Source: an optimization exercise on an open RTL-to-GDS flow (aim: small area and a short achievable clock period). Production flows keep margins and buffers that such runs may drop.
Function was checked by simulation only, so behaviour that the tests miss may differ from the original.
Power figures rest on the tool's default switching activity, not on a simulated workload.

==> flow/design.v, too long to show whole: its modules and the start of the top module <==
// module FLOAT_MUL: 5360 lines
// module FA: 4 lines
// module HA: 4 lines
module FLOAT_MUL (
    input [63:0] num1,
    input [63:0] num2,
    input clk,
    input rstn,
    output [63:0] result,
    input valid,
    output ready
);
  // ...
==> flow/run.sh <==
#!/bin/bash
# synth_recipe.tcl (not shown) runs the flow's synth.tcl, then flattens the netlist and writes it again
# the make line also repeats each setting of config.mk as NAME=value (left out here)
make -C /OpenROAD-flow-scripts/flow DESIGN_CONFIG=/design/flow/config.mk WORK_HOME=/design/flow/orfs CLKGATE_MAP_FILE= SYNTH_SCRIPT=/design/flow/synth_recipe.tcl finish
==> flow/config.mk <==
export PLATFORM = sky130hd
export DESIGN_NAME = FLOAT_MUL
export DESIGN_NICKNAME = FLOAT_MUL
export VERILOG_FILES = /design/flow/design.v
export SDC_FILE = /design/flow/constraint.sdc
export NUM_CORES = 8
export LEC_CHECK = 0
export ABC_AREA = 1
export CAP_MARGIN = 20
export CORE_MARGIN = 2
export CORE_UTILIZATION = 45
export CTS_CLUSTER_DIAMETER = 100
export CTS_CLUSTER_SIZE = 20
export PLACE_DENSITY = 0.5
export SETUP_SLACK_MARGIN = 5
export SLEW_MARGIN = 20
export SYNTH_HIERARCHICAL = 1
export SYNTH_MINIMUM_KEEP_SIZE = 0
==> flow/constraint.sdc <==
create_clock -name core_clock -period 8.0 [get_ports {clk}]
set_input_delay 1.6000 -clock core_clock [delete_from_list [all_inputs] [get_ports {clk}]]
set_output_delay 1.6000 -clock core_clock [all_outputs]
set_load 0.01 [all_outputs]
==> results list, run 1 <==
* Clk power: 3.96 mW
- Summing the areas of all compound-gate instances in the mapped netlist gives 20.2% of the synthesized area.
- Proportion of cell area occupied by registers: 25.1%
* Mapped Avg Cell Area: 9.38 sq um
- The kind of cell with the highest combined delay along the critical path is adder cells.
- Cell area after technology mapping: 79200 sq um
- Ratio of cells with drive above 1 in the final layout: 8.65%
- Sequential share of the synthesized area: 27.0%
* Endpoint of the lowest-slack register-to-register path: k1_154
- By area, the combinational part of the netlist is dominated by adder cells.
- Fin worst setup slack: 4.82 ns
- Number of filler cells placed in the layout: 16.2k
* Slew @ Worst Pin: 1.27 ns
- Cell depth of the worst setup path: 6
- For this run, global-route usage on met1 was measured as 51.4%.
* Critical Path Source: q_a[31]
* Switching power as a share of total power: 50.4%
* P_leak: 34.2 nW
- The first global-routing pass estimated 539 mm of wire.
- Net count of the mapped netlist: 9763
- Total length of routed met3 wires: 65.5 mm
- Across the routed clock network, the largest skew measured is 0.0425 ns.
- Clock buffer count in the final layout: 81
* Antenna violations before repair: 32
- Met2 track utilization from global routing: 54.2%
- Register-to-Register Setup Slack: 4.82 ns
- Gate power share: 66.5%
- Synthesis inferred 1065 register bits.
* Crit path arrival time: 3.81 ns
* Number of nets in the layout: 9318
* Clock root buffer: clkbuf_16
- H-tree depth: 3
* Most frequent cell after synthesis: dfxtp_1
- STA classifies the critical path startpoint as a flop.
- During tapcell insertion the tool placed 2325 well taps.
* Vertical extent of the die: 424 um
* Library cell appearing most often on the critical path: fa_1
* Power density over the cells: 496 nW/um^2
- Achievable Freq: 315 MHz
* Met3 Use GR: 24.9%
* Worst setup timing slack at the placement stage: 3.53 ns
- Portion of synthesized cell area occupied by the leading cell type: 26.8%
* Worst setup path category: flop to flop
- Using the TritonRoute via totals, the vias-per-cell ratio works out to 7.19.
* Status: timing/DRC/antenna clean
==> inputs of run 2 (changes only) <==
==> flow/flow/run.sh (new file) <==
#!/bin/bash
# Own layout flow: the standard ORFS flow (standard.sh, unchanged synthesis), except that
# the buffer every input and output port gets is a plain buffer (sky130 buf_2) instead of the
# delay cell buffer_ports picks by default. Each step's full output goes to a log of its own.
set -euo pipefail
cd "$(dirname "$0")/.."
bash standard.sh synth > log_synth.txt 2>&1
bash standard.sh "BUFFER_PORTS_ARGS=-buffer_cell sky130_fd_sc_hd__buf_2" finish > log_layout.txt 2>&1
test -s out/final.def
==> flow/standard.sh (new file) <==
#!/bin/bash
# synth_recipe.tcl (not shown) runs the flow's synth.tcl, then flattens the netlist and writes it again
# the make line also repeats each setting of config.mk as NAME=value (left out here)
make -C /OpenROAD-flow-scripts/flow DESIGN_CONFIG=/design/flow/config.mk WORK_HOME=/design/flow/orfs CLKGATE_MAP_FILE= SYNTH_SCRIPT=/design/flow/synth_recipe.tcl "${@:-finish}"
removed: flow/run.sh
==> results list, run 2 <==
- Min Clock Period, post-route: 3.12 ns (was 3.18 ns)
* Crit path arrival time: 3.76 ns (was 3.81 ns)
* Worst R2R Path Depth: 4 (was 6)
- Antenna violations before repair: 30 (was 32)
- Yosys synthesis warning count: 7 (unchanged)
- Number of global-route vias before repair: 72.3k (was 72.4k)
* Mapped Avg Cell Area: 9.38 sq um (unchanged)
- Status: timing/DRC/antenna clean (unchanged)
- The height of the die came to 424 um (unchanged).
* Sequential Area: 21600 sq um (about the same)
- The synthesized netlist net count came to 9763 (unchanged).
- CTS clk-pin slew, worst paths: 0.08 ns (was 0.09 ns)
* Detail-routed net length per standard cell: 36.9 um (was 37.4 um)
- Finished Cell Area: 84900 sq um (was 86200 sq um)
* Overall power of the completed layout: 42.1 mW (was 42.8 mW)
* Routed length on met1: 143 mm (about the same)
- Delay of the slowest critical-path stage: 0.84 ns (was 0.79 ns)
- Most area-consuming cells after synthesis: dfxtp_1, fa_1, xor2_1 (unchanged).
- The worst setup skew after layout was 0.0438 ns (was 0.0425 ns).
* Most frequent cell after synthesis: dfxtp_1 (unchanged)
- The latest clock arrival within the worst-skew pair is 0.79 ns (about the same).
- Synth top cells by count: dfxtp_1, xor2_1, o22ai_1, a221oi_1, fa_1 (unchanged).
- The leakage power figure came to 33.9 nW (was 34.2 nW).
* Setup repair after global routing missed its margin: yes (unchanged)
- The total count of max-transition violations in the final report is 0 (unchanged).
- The TritonCTS sink count is 1065 (unchanged).
* Number of filler cells placed in the layout: 16.4k (was 16.2k)
- The maximum resistive drop on vdd came to 0.000684 V (was 0.000719 V).
* Cell count after placement: 10.2k (about the same)
- Pin count of the biggest net entering global routing: 66 (was 63)
- The count of cell types in the netlist is 56 (unchanged).
- Rows: 153 (unchanged)
- Max Used Layer: met5 (unchanged)
- Worst-case clock buffer depth: 3 (unchanged)
- The cell area reported after detailed placement came to 81400 sq um (was 82200 sq um).
- Area of the multi-input gates: 52500 sq um (was 52800 sq um)
- Cell with the biggest individual delay on the critical path: o21ai_0 (was dfxtp_4)
* Number of setup violations in the final report: 0 (unchanged)
- Number of storage elements in the synthesis netlist: 1065 (unchanged)
- The last weighted congestion value of the routability-driven placer came to 0.981 (was 0.951).
- The cts-stage hold buffer count is 0 (unchanged).
- The sum of met2 wire segment lengths after detailed routing came to 142 mm (was 144 mm).
* Sequential share of the synthesized area: 27.0% (unchanged)
- The path type of the worst setup path was flop to flop (unchanged).
* Cell depth of the worst setup path: 4 (was 6)
- The initial detailed-routing violation count is 12.9k (was 13.0k).
* Pre-antenna DRT Iters: 14 (was 11)
* Total length of routed met3 wires: 64.6 mm (was 65.5 mm)
- Commonest non-fill, non-tap cells in the layout: xor2_1, dfxtp_1, o22ai_1 (unchanged).
* H-tree depth: 3 (unchanged)
* Bufs and invs on worst path: 2 (was 1)
* Leading cell type in the layout, fill and taps excluded: xor2_1 (unchanged)
* Achievable Freq: 320 MHz (was 315 MHz)
- The area growth from synthesis to final layout is 7.15% (was 8.84%).
- Worst slew margin: 21.4% (was 15.3%)
- Number of max-cap violations: 0 (unchanged)
- The DRC violations left came to 0 (unchanged).
* Fin. Hold Viols: 0 (unchanged)
* GR Overflow Total: 0 (unchanged)
- The power per standard cell area is 496 nW/um^2 (about the same).
* Worst setup timing slack at the placement stage: 3.58 ns (was 3.53 ns)
- Kind of cell adding the most delay to the critical path: buffers and inverters (was adder cells)
* Largest register FFs: 64 (unchanged)
- Cell-by-cell listing of the critical path: clkinvlp_4 -> buf_4 -> o21ai_0 -> fa_1 (was inv_8 -> o22ai_1 -> a221oi_2 -> xor2_1 -> fa_1 -> fa_1)
* Fin worst setup slack: 4.88 ns (was 4.82 ns)
* Leading register cell type out of synthesis: dfxtp_1 (unchanged)
* Remaining number of nets flagged by the antenna check after routing: 0 (unchanged)
- The wire length after detailed routing was 383 mm (was 388 mm).
* Leading area contributor after synthesis: dfxtp_1 (unchanged)
* Slew @ Worst Pin: 1.18 ns (was 1.27 ns)
- Die area: 179000 sq um (unchanged)
- The number of buffers added on ports is 195 (unchanged).
- Top flop regs: q_res: 64 flops, q_p: 56 flops, q_a3: 55 flops (unchanged)
- The wire length of the first global-routing pass is 534 mm (was 539 mm).
- The fraction of layout instances using a drive strength above 1 came to 9.62% (was 8.65%).
- Cell area after technology mapping: 79200 sq um (unchanged)
- Sort of element at the start of the critical path: flop (unchanged)
* Die boundary width: 424 um (unchanged)
- The capturing element type of the critical path is a flop (unchanged).
- The path category of the worst min-delay check was flop to flop (unchanged).
- The clock root buffer is clkbuf_16 (unchanged).
* IO Count: 196 (unchanged)
- Number of nets in the layout: 9326 (was 9318)
- The per-cell via count in the routed design is 7.21 (was 7.19).
- The number of buffers created by CTS is 69 (unchanged).
- Register with the most flip-flops: q_res (unchanged)
- The initial core utilization is 45.4% (unchanged).
* Estimated wirelength of the detail-placed design: 238 mm (was 237 mm)
- The non-filler instance count after layout is 10.4k (about the same).
- Critical path peak fanout: 29 (was 37)
- Core Region: 174000 sq um (unchanged)
- The cell count after synthesis came to 8442 (unchanged).
- GR Util All Layers: 41.3% (was 41.8%)
* Hold path cells: 0 (unchanged)
* Number of enable-type register cells in the synthesized netlist: 0 (unchanged)
* CTS tree: done (unchanged)
* Required time of the worst setup path: 8.64 ns (about the same)
- The overall via count from detail_route came to 74.9k (was 74.6k).
- The final-layout setup total negative slack is 0 ns (unchanged).
- The final clock period utilization by the worst path was 39.0% (was 39.7%).
* Synth async-reset ratio: 0.469% (unchanged)
- Portion of synthesized cell area occupied by the leading cell type: 26.8% (unchanged)
==> run 2: changes by cell type in the layout (fill, tap and decap cells not counted), sizes merged, moves of 17 or more <==
cell,delta
buf,+203
clkbuf,-29
clkdlybuf4s15,-42
clkdlybuf4s50,-77
dlygate4sd2,-27
dlymetal6s2s,-17
==> run 2: Yosys stat by module, one instance, submodules excluded <==
module	cell area (sq um)	times used
FLOAT_MUL	62000	1
FA	20.0	818
HA	12.5	62
==> run 2: routing by layer <==
layer	track usage, %	vias to the layer above
met5	3.55	-
met4	26.1	40
met3	23.6	2301
met2	53.6	7239
met1	51.3	36300
li1	-	29000
==> run 2: cell type report <==
cell class | instances | area share, %
well taps | 2325 | 3.43
repair buffers | 400 | 3.66
clock inverters | 20 | 0.274
inverters | 611 | 3.15
multi-input cells | 5858 | 61.8
diodes | 36 | 0.106
clock buffers | 80 | 2.13
flip-flops and latches | 1065 | 25.4
==> run 2: cell families after synthesis <==
kind of cell    after synthesis  share of synthesized area (%)
compound gates             2244                           20.2
buf+inv                    1519                           7.32
simple gates               1395                           7.58
fa+ha+maj                  1190                           26.6
flops                      1065                           27.0
xor+xnor                   1027                           11.4
other cells                   1                        0.00473
mux                           1                         0.0126
==> run 2: worst paths after layout <==
check	startpoint	endpoint	slack, ns
max	q_sel4[17]	k1_395	4.88
min	q_e[7]	q_e1[7]	0.32
max reg2reg	q_sel4[17]	k1_395	4.88
min reg2reg	q_e[7]	q_e1[7]	0.32
max in group asynchronous	rstn	vld[3]	7.23
min in group asynchronous	rstn	vld[0]	0.65
==> run 2: repair_timing <==
| item | CTS | global route |
|---|---|---|
| gates cloned | 0 | 1 |
| gates resized for setup | 204 | 175 |
| setup endpoints to repair | 476 | 232 |
| buffers inserted | 2 | 8 |
| pin swaps | 2 | 5 |
==> run 2: power by group <==
group | switching, mW | leakage [nW] | internal (mW)
logic | 17.2 | 23.9 | 10.9
clock network | 2.09 | 0.999 | 1.69
registers | 1.93 | 9.01 | 8.27
total | 21.3 | 33.9 | 20.9
==> run 2: stage by stage <==
step | hold slack, ns | utilization [%]
global placement | 0.310 | 46.7
finish | 0.322 | 48.7
detailed placement | 0.312 | 46.7
floorplan | 0.310 | -
global route | 0.334 | 48.6
CTS | 0.323 | 48.2
==> inputs of run 3 (changes only) <==
==> flow/flow/run.sh (replaced) <==
#!/bin/bash
# Own layout flow: the standard ORFS flow (standard.sh, unchanged synthesis) with two changes:
#  - the buffer every input and output port gets is a plain buffer (sky130 buf_2) instead of the
#    delay cell buffer_ports picks by default;
#  - the timing repair after global routing aims 0.2 ns further below the clock period than the
#    earlier repairs (SETUP_SLACK_MARGIN 5.2 instead of 5), to cover what detailed routing adds.
# The clock, constraints and everything else are the standard flow's. Each step's full output
# goes to a log of its own here (and ORFS's own per-stage logs under orfs/logs).
set -euo pipefail
cd "$(dirname "$0")/.."
PB="BUFFER_PORTS_ARGS=-buffer_cell sky130_fd_sc_hd__buf_2"
bash standard.sh synth > log_synth.txt 2>&1
bash standard.sh "$PB" cts > log_place_cts.txt 2>&1
bash standard.sh "$PB" SETUP_SLACK_MARGIN=5.2 finish > log_route_finish.txt 2>&1
test -s out/final.def
==> results list, run 3 <==
* Status: timing/DRC/antenna clean (unchanged)
- Estimated wirelength of the detail-placed design: 238 mm (unchanged)
- Die boundary width: 424 um (unchanged)
- Achievable Freq: 342 MHz (was 320 MHz)
- Endpoint of the lowest-slack register-to-register path: k1_149 (was k1_395)
- The number of buffers on the longest clock path is 3 (unchanged).
- The path type of the worst setup path was flop to flop (unchanged).
* Library cell appearing most often on the critical path: fa_1
* Synth async-reset ratio: 0.469% (unchanged)
- Register-to-Register Setup Slack: 5.07 ns (was 4.88 ns)
- The number of endpoints failing setup at the final stage was 0 (unchanged).
- The top-level I/O count was 196 (unchanged).
* Register with the most flip-flops: q_res (unchanged)
- Power density over the cells: 492 nW/um^2 (was 496 nW/um^2)
* Cell-by-cell listing of the critical path: a221oi_1 -> xor2_1 -> fa_1 -> fa_1 (was clkinvlp_4 -> buf_4 -> o21ai_0 -> fa_1)
- GR Util All Layers: 41.3% (unchanged)
* Number of max-cap violations: 0 (unchanged)
- Antenna violations before repair: 34 (was 30)
- Synth top cells by count: dfxtp_1, xor2_1, o22ai_1, a221oi_1, fa_1 (unchanged).
- Largest register FFs: 64 (unchanged)
- Via count: 76.5k (was 74.9k)
- Most frequent cell after synthesis: dfxtp_1 (unchanged)
- The TritonCTS sink count was 1065 (unchanged).
- The count of cell types in the netlist is 56 (unchanged).
- Commonest non-fill, non-tap cells in the layout: xor2_1, dfxtp_1, o22ai_1 (unchanged).
- The dominant register cell in the synthesized netlist is dfxtp_1 (unchanged).
* Fin. Hold Viols: 0 (unchanged)
* Pin count of the biggest net entering global routing: 66 (unchanged)
- Hold path cells: 0 (unchanged)
- The sequential-to-total area share from yosys stat is 27.0% (unchanged).
* Crit path arrival time: 3.57 ns (was 3.76 ns)
- The overflow left after global routing was 0 (unchanged).
- Cell with the biggest individual delay on the critical path: dfxtp_2 (was o21ai_0)
- The depth of the CTS H-tree came to 3 (unchanged).
- The synthesized netlist net count is 9763 (unchanged).
- The cts-stage hold buffer count is 0 (unchanged).
- The smallest setup slack after layout was 5.07 ns (was 4.88 ns).
* Final TNS setup: 0 ns (unchanged)
* Number of storage elements in the synthesis netlist: 1065 (unchanged)
- Max Slew Vio Count: 0 (unchanged)
* Number of nets in the layout: 9424 (was 9326)
- Remaining number of nets flagged by the antenna check after routing: 0 (unchanged)
* Pre-antenna DRT Iters: 19 (was 14)
* CTS clk-pin slew, worst paths: 0.09 ns (was 0.08 ns)
* Number of enable-type register cells in the synthesized netlist: 0 (unchanged)
- Via count normalized by instance count: 7.30 (was 7.21)
- Setup repair after global routing missed its margin: yes (unchanged).
* Worst slew margin: 20.3% (was 21.4%)
- Ratio of cells with drive above 1 in the final layout: 12.3% (was 9.62%)
- The final clock period utilization by the worst path is 36.6% (was 39.0%).
- Worst hold path endpoint: q_e2[9] (was q_e1[7])
- The area growth from synthesis to final layout came to 10.9% (was 7.15%).
- Cell area after technology mapping: 79200 sq um (unchanged)
- Required time of the worst setup path: 8.64 ns (about the same)
* DRT Wirelength: 399 mm (was 383 mm)
- The latest clock arrival within the worst-skew pair is 0.79 ns (about the same).
- The CTS tree was done (unchanged).
- The number of placement rows was 153 (unchanged).
- The maximum fanout count along the critical path is 18 (was 29).
* Startpoint of the lowest-slack hold path: q_e1[9] (was q_e[7])
* Number of global-route vias before repair: 72.3k (unchanged)
- The largest stage delay on the critical path was 1.06 ns (was 0.84 ns).
- The startpoint of the worst register-to-register path is q_a3[39] (was q_sel4[17]).
- Most area-consuming cells after synthesis: dfxtp_1, fa_1, xor2_1 (unchanged).
* Global-route wire length before repair: 534 mm (unchanged)
- The per-cell routed wire length is 38.0 um (was 36.9 um).
- The mean instance size in the synthesized netlist is 9.38 sq um (unchanged).
* Overall power of the completed layout: 43.2 mW (was 42.1 mW)
* Drt initial violations: 14.3k (was 12.9k)
- Clk_skew: 0.0436 ns (was 0.0438 ns)
* Min Clock Period, post-route: 2.93 ns (was 3.12 ns)
- The total core area was 174000 sq um (unchanged).
- Worst setup timing slack at the placement stage: 3.58 ns (unchanged)
- The path category of the worst min-delay check is flop to flop (unchanged).
* P_leak: 35.2 nW (was 33.9 nW)
- Die area: 179000 sq um (unchanged)
* Leading area contributor after synthesis: dfxtp_1 (unchanged)
* Number of input and output port buffers inserted: 195 (unchanged)
- Worst ir drop on vdd: 0.000773 V (was 0.000684 V)
* Yosys synthesis warning count: 7 (unchanged)
- The number of cells on the worst reg-to-reg path is 4 (unchanged).
- The fraction of post-synthesis cell area in the top cell type by area came to 26.8% (unchanged).
- Clock root buffer: clkbuf_16 (unchanged)
- Placer's final routability congestion estimate: 0.981 (unchanged)
- Clock buffers created by TritonCTS: 69 (unchanged)
- Vertical extent of the die: 424 um (unchanged)
- The initial core utilization is 45.4% (unchanged).
- Top flop regs: q_res: 64 flops, q_p: 56 flops, q_a3: 55 flops (unchanged)
* Slew @ Worst Pin: 1.20 ns (was 1.18 ns)
* Leading cell type in the layout, fill and taps excluded: xor2_1 (unchanged)
- Sort of element at the start of the critical path: flop (unchanged)
- Kind of end point of the critical path: flop (unchanged)
- Instance count of the mapped netlist: 8442 (unchanged)
- DRC violation count after routing: 0 (unchanged)
-- run 3: cell count changes in the layout (fill, tap and decap cells not counted), moves of 11 or more --
cell / delta
buf_4: +12
buf_16: +12
clkinv_8: +13
inv_6: -16
clkbuf_16: +12
buf_12: +42
a221oi_2: +40
buf_6: +43
buf_2: -31
inv_12: +11
dfxtp_1: -38
dfxtp_2: +33
a221oi_1: -41
-- run 3: area by class of cell --
class	instances	area (sq um)
clock buffers	80	1810
diodes	36	90.1
multi-input cells	5860	53000
well taps	2325	2910
fillers	16100	86600
inverters	611	3050
clock inverters	20	233
flip-flops and latches	1065	21600
repair buffers	495	5070
repair inverters	1	5.00
-- run 3: how the worst max path moves through the flow --
stage / end / cells past startpoint / from
finish: k1_149 / 4 / q_a3[39]
global route: q_p[50] / 11 / k2_15
CTS: k1_268 / 7 / q_sel2[2]
detailed placement: q_a3[32] / 11 / num1[1]
global placement: q_a3[32] / 11 / num1[2]
floorplan: q_a3[32] / 11 / num1[6]
-- run 3: cells by family after synthesis --
| family | share of synthesized area, % |
|---|---|
| AO/OA/AOI/OAI | 20.2 |
| XOR/XNOR | 11.4 |
| adder cells (fa/ha/maj) | 26.6 |
| buffers and inverters | 7.32 |
| flip-flops | 27.0 |
| multiplexers | 0.0126 |
| other | 0.00473 |
| AND/OR/NAND/NOR | 7.58 |
-- run 3: routing by layer --
layer	global-route usage (%)	wire length, um	vias to the layer above
met5	3.55	1340	-
met2	53.6	144000	7678
met3	23.6	69000	2682
met1	51.3	145000	36900
li1	-	-	29300
met4	26.1	39100	61
-- run 3: power breakdown --
part | switching [mW] | internal (mW) | total (mW)
sequential | 1.88 | 8.29 | 10.2
combinational | 17.8 | 11.5 | 29.2
clock | 2.11 | 1.69 | 3.79
-- run 3: timing repair --
action / in CTS / in global routing
cloned: 0 / 20
setup endpoints to repair: 476 / 594
setup buffers: 2 / 87
pin swaps: 2 / 43
gates resized for setup: 204 / 673
-- run 3: critical path, delay by kind of cell (launching register included) --
family                   cells  cell delay [ns]
AO/OA/AOI/OAI                1             0.27
adder cells (fa/ha/maj)      2             1.21
XOR/XNOR                     1             0.23
flip-flops                   1             1.06
-- run 3: metrics by stage --
step                utilization [%]  instance area, sq um  instances  hold WS (ns)
finish                         50.4                 87800      10500         0.323
global route                   50.3                 87800      10500         0.335
CTS                            48.2                 84100      10400         0.323
detailed placement             46.7                 81400      10200         0.312
global placement               46.7                 81400      10200         0.310
floorplan                         -                 79400       8442         0.310
-- run 3: Yosys stat by module, one instance, submodules excluded --
module | area (sq um) | copies in the design
HA | 12.5 | 62
FA | 20.0 | 818
FLOAT_MUL | 62000 | 1
==> inputs of run 4 (changes only) <==
--- a/flow/config.mk
+++ b/flow/config.mk
@@ -8,10 +8,10 @@
 export ABC_AREA = 1
 export CAP_MARGIN = 20
 export CORE_MARGIN = 2
-export CORE_UTILIZATION = 45
+export CORE_UTILIZATION = 40
 export CTS_CLUSTER_DIAMETER = 100
 export CTS_CLUSTER_SIZE = 20
-export PLACE_DENSITY = 0.5
+export PLACE_DENSITY = 0.45
 export SETUP_SLACK_MARGIN = 5
 export SLEW_MARGIN = 20
 export SYNTH_HIERARCHICAL = 1
==> results list, run 4 <==
- The initial detailed-routing violation count is 14.3k (about the same).
- The capturing element type of the critical path was a flop (unchanged).
* Leading register cell type out of synthesis: dfxtp_1 (unchanged)
- The area of the die was 202000 sq um (was 179000 sq um).
* Worst ir drop on vdd: 0.000669 V (was 0.000773 V)
- Final TNS setup: 0 ns (unchanged)
- The top-level I/O count is 196 (unchanged).
* Min Clock Period, post-route: 2.97 ns (was 2.93 ns)
* Endpoint of the lowest-slack register-to-register path: k1_424 (was k1_149)
- The fraction of post-synthesis cell area in the top cell type by area is 26.8% (unchanged).
- The last weighted congestion value of the routability-driven placer is 0.946 (was 0.981).
* Number of global-route vias before repair: 72.1k (was 72.3k)
- The number of enable-type register cells in the synthesized netlist was 0 (unchanged).
- The clock root buffer is clkbuf_16 (unchanged).
- The synthesized netlist net count came to 9763 (unchanged).
- Max Slew Vio Count: 0 (unchanged)
* Cell count after placement: 10.6k (was 10.2k)
- Crit path arrival time: 3.62 ns (was 3.57 ns)
- The mean instance size in the synthesized netlist came to 9.38 sq um (unchanged).
* Source of the worst register-to-register timing path: q_a3[49] (was q_a3[39])
* Synth async-reset ratio: 0.469% (unchanged)
* Number of buffers inserted for hold repair after clock tree synthesis: 0 (unchanged)
* Number of storage elements in the synthesis netlist: 1065 (unchanged)
* Achievable Freq: 337 MHz (was 342 MHz)
* CTS tree: done (unchanged)
- The largest stage delay on the critical path is 1.20 ns (was 1.06 ns).
- The cell area reported after detailed placement was 81800 sq um (was 81400 sq um).
- Commonest non-fill, non-tap cells in the layout: xor2_1, o22ai_1, dfxtp_1 (was xor2_1, dfxtp_1, o22ai_1)
* Clk_skew: 0.0557 ns (was 0.0436 ns)
- GR Util All Layers: 39.0% (was 41.3%)
* Leading area contributor after synthesis: dfxtp_1 (unchanged)
- The overall via count from detail_route was 77.6k (was 76.5k).
* Status: timing/DRC/antenna clean (unchanged)
* Estimated wirelength of the detail-placed design: 247 mm (was 238 mm)
- The path type of the worst setup path was flop to flop (unchanged).
- Number of filler cells placed in the layout: 18.9k (was 16.1k)
* Clock buffers created by TritonCTS: 70 (was 69)
* Required time of the worst setup path: 8.65 ns (was 8.64 ns)
* Initial cell density of the core: 40.2% (was 45.4%)
* Sequential Area: 21700 sq um (was 21600 sq um)
- The startpoint type of the worst setup path is a flop (unchanged).
- Setup repair after global routing missed its margin: yes (unchanged)
- The height of the die came to 449 um (was 424 um).
* Most frequent cell after synthesis: dfxtp_1 (unchanged)
* Antenna violations before repair: 43 (was 34)
* Worst hold path endpoint: q_e2[0] (was q_e2[9])
* WL met2: 159 mm (was 144 mm)
- Largest register FFs: 64 (unchanged)
- Yosys synthesis warning count: 7 (unchanged)
- The transition time at the pin with the least slew margin was 1.36 ns (was 1.20 ns).
* P_leak: 35.4 nW (was 35.2 nW)
- Most area-consuming cells after synthesis: dfxtp_1, fa_1, xor2_1 (unchanged)
- The area growth from synthesis to final layout is 12.3% (was 10.9%).
- H-tree depth: 3 (unchanged)
* Finished Cell Area: 88900 sq um (was 87800 sq um)
- The wire length on met1 is 159 mm (was 145 mm).
* Core Region: 197000 sq um (was 174000 sq um)
- The maximum fanout count along the critical path came to 18 (unchanged).
- Library cell appearing most often on the critical path: fa_1 (unchanged)
- GR Overflow Total: 0 (unchanged)
- Total length of routed met3 wires: 75.3 mm (was 69.0 mm)
- Register with the most flip-flops: q_res (unchanged)
* Worst-case clock buffer depth: 3 (unchanged)
- The per-cell via count in the routed design was 7.16 (was 7.30).
- Number of max-cap violations: 0 (unchanged)
* CTS clk-pin slew, worst paths: 0.09 ns (about the same)
- The count of cell types in the netlist is 56 (unchanged).
* Detail-routed net length per standard cell: 40.0 um (was 38.0 um)
* Startpoint of the lowest-slack hold path: q_e1[0] (was q_e1[9])
- Ratio of cells with drive above 1 in the final layout: 13.2% (was 12.3%)
* Filler-free cell count of the finished design: 10.8k (was 10.5k)
* Worst R2R Path Depth: 4 (unchanged)
- The relative slew slack came to 9.33% (was 20.3%).
- Synth top cells by count: dfxtp_1, xor2_1, o22ai_1, a221oi_1, fa_1 (unchanged).
- The sequential-to-total area share from yosys stat is 27.0% (unchanged).
- The TritonCTS sink count came to 1065 (unchanged).
- Tcrit/Tclk final: 37.1% (was 36.6%)
- Max Used Layer: met5 (unchanged)
- Pin count of the biggest net entering global routing: 76 (was 66)
- The most frequent standard cell in the layout excluding fill and tap cells is xor2_1 (unchanged).
- The critical path's slowest cell is dfxtp_2 (unchanged).
- DRC violation count after routing: 0 (unchanged)
- Cell-by-cell listing of the critical path: a221oi_1 -> xor2_1 -> fa_1 -> fa_1 (unchanged).
- The power per standard cell area came to 500 nW/um^2 (was 492 nW/um^2).
- Hold path cells: 0 (unchanged)
* Cell area after technology mapping: 79200 sq um (unchanged)
* Area of the multi-input gates: 53200 sq um (was 53000 sq um)
- The wire length after detailed routing came to 433 mm (was 399 mm).
- The slack of the worst reg-to-reg path is 5.03 ns (was 5.07 ns).
- Die boundary width: 449 um (was 424 um)
- Number of input and output port buffers inserted: 195 (unchanged)
* Min-delay worst type: flop to flop (unchanged)
* Global-route wire length before repair: 564 mm (was 534 mm)
* Top flop regs: q_res: 64 flops, q_p: 56 flops, q_a3: 55 flops (unchanged)
* Rows: 163 (was 153)
- Remaining number of nets flagged by the antenna check after routing: 0 (unchanged)
* Fin. Hold Viols: 0 (unchanged)
- The layout net count was 9446 (was 9424).
* Pre-antenna DRT Iters: 14 (was 19)
- Instance count of the mapped netlist: 8442 (unchanged)
- Number of setup violations in the final report: 0 (unchanged)
- Clock latency at the later pin of the worst-skew pair: 0.79 ns (about the same)
-- run 4: cell count changes in the layout (fill, tap and decap cells not counted), moves of 8 or more --
cell,before,now
a221oi_2,54,46
dfxtp_4,41,51
clkbuf_16,84,101
inv_2,10,23
dfxtp_2,102,113
dfxtp_1,917,896
buf_4,128,137
-- run 4: final cells by class --
cell class                      instances  area share (%)
Antenna cell                           41           0.115
Clock buffer                           88            2.12
Clock inverter                         21           0.310
Inverter                              611            3.28
Multi-Input combinational cell       5860            59.8
Sequential cell                      1065            24.4
Tap cell                             2640            3.72
Timing Repair Buffer                  515            6.26
Timing Repair inverter                  2          0.0183
-- run 4: power by group --
group	total [mW]	switching [mW]	internal [mW]	leakage [nW]
combinational	30.0	18.2	11.8	25.3
sequential	10.5	2.25	8.29	9.02
clock	3.93	2.15	1.77	1.05
total	44.4	22.6	21.8	35.4
-- run 4: per-module statistics from Yosys (local to each module, per instance) --
module     area (sq um)  copies in the design  cells  flip-flops and latches
FA                 20.0                   818      1                       0
HA                 12.5                    62      1                       0
FLOAT_MUL         62000                     1   7562                    1065
-- run 4: worst max-delay path, delay by kind of cell (launching register included) --
| kind | cells | cell delay, ns |
|---|---|---|
| flip-flops | 1 | 1.20 |
| adder cells (fa/ha/maj) | 2 | 1.01 |
| XOR/XNOR | 1 | 0.29 |
| AO/OA/AOI/OAI | 1 | 0.29 |
-- run 4: timing repair --
| action | CTS | global route |
|---|---|---|
| buffers inserted | 1 | 106 |
| endpoints found under the setup margin | 487 | 648 |
| pin swaps | 3 | 55 |
| cloned | 1 | 34 |
| resized for setup | 208 | 670 |
-- run 4: how the worst max path moves through the flow --
stage,from,end,slack (ns),cells past startpoint
3_3_place_gp,num1[7],q_a3[32],3.67,11
5_1_grt,vld[4],ready,5.11,1
6_report,q_a3[49],k1_424,5.03,4
3_5_place_dp,num1[7],q_a3[32],3.66,11
2_1_floorplan,num1[6],q_a3[32],4.71,11
4_1_cts,q_p[105],q_res[55],4.98,13
-- run 4: cell families (layout without fill, tap and decap cells) --
| kind of cell | Yosys count | after routing | share of synthesized area, % |
|---|---|---|---|
| AOI/OAI and AO/OA | 2244 | 2244 | 20.2 |
| muxes | 1 | 1 | 0.0126 |
| xor gates and xnor gates | 1027 | 1027 | 11.4 |
| buffers and inverters | 1519 | 1237 | 7.32 |
| adders and majority gates | 1190 | 1190 | 26.6 |
| and+or+nand+nor | 1395 | 1397 | 7.58 |
| DFF | 1065 | 1065 | 27.0 |
| other | 1 | 42 | 0.00473 |
-- run 4: per-layer routing --
metal  global-route usage (%)  vias to the layer above
met2                     51.4                     7925
met3                     21.6                     2583
met5                     1.99                        -
met1                     49.2                    37700
li1                         -                    29300
met4                     22.1                       53
-- run 4: per-stage QoR --
step | setup slack [ns] | hold slack [ns] | total power [mW] | utilization (%)
after floorplan | 4.71 | 0.310 | 25.6 | -
after global placement | 3.67 | 0.310 | 37.6 | 41.5
after detailed placement | 3.66 | 0.312 | 37.7 | 41.5
after CTS | 4.98 | 0.328 | 41.9 | 42.9
after global routing | 5.11 | 0.333 | 47.1 | 45.1
final | 5.03 | 0.329 | 44.4 | 45.1

-- separate check: timing with driven ports --
No port has a modelled driver above. Below, the same layouts with a new extraction and two added sets of constraints.
Step 1 sets driving cells, clkbuf_16 on the clock port and buf_2 on the other inputs (assumed; they add their load-dependent delay and slew).
Step 2 adds t to the input delays and takes it off the output delays; t is the mean of the earliest and latest rising clock arrival at the registers after step 1. Input paths then give back, and output paths get back, about the clock's delay inside the block.
Three values: ideal, step 1, step 2; two values: the first two.
| run | shift t [ns] | slack for setup (ns) | slew at the worst register clock pin (ns) |
|---|---|---|---|
| run 1 | 0.873 | 4.824 / 4.824 / 4.305 | 0.10 / 0.10 |
| run 2 | 0.853 | 4.877 / 4.877 / 4.285 | 0.10 / 0.10 |
| run 3 | 0.859 | 5.073 / 5.065 / 4.444 | 0.11 / 0.11 |
| run 4 | 0.853 | 5.034 / 5.034 / 4.424 | 0.11 / 0.11 |
After both steps setup and hold are still met in every run listed. For run 3, which loses most, drivers alone change the setup slack by -0.008 ns; drivers and shift together by -0.629 ns.
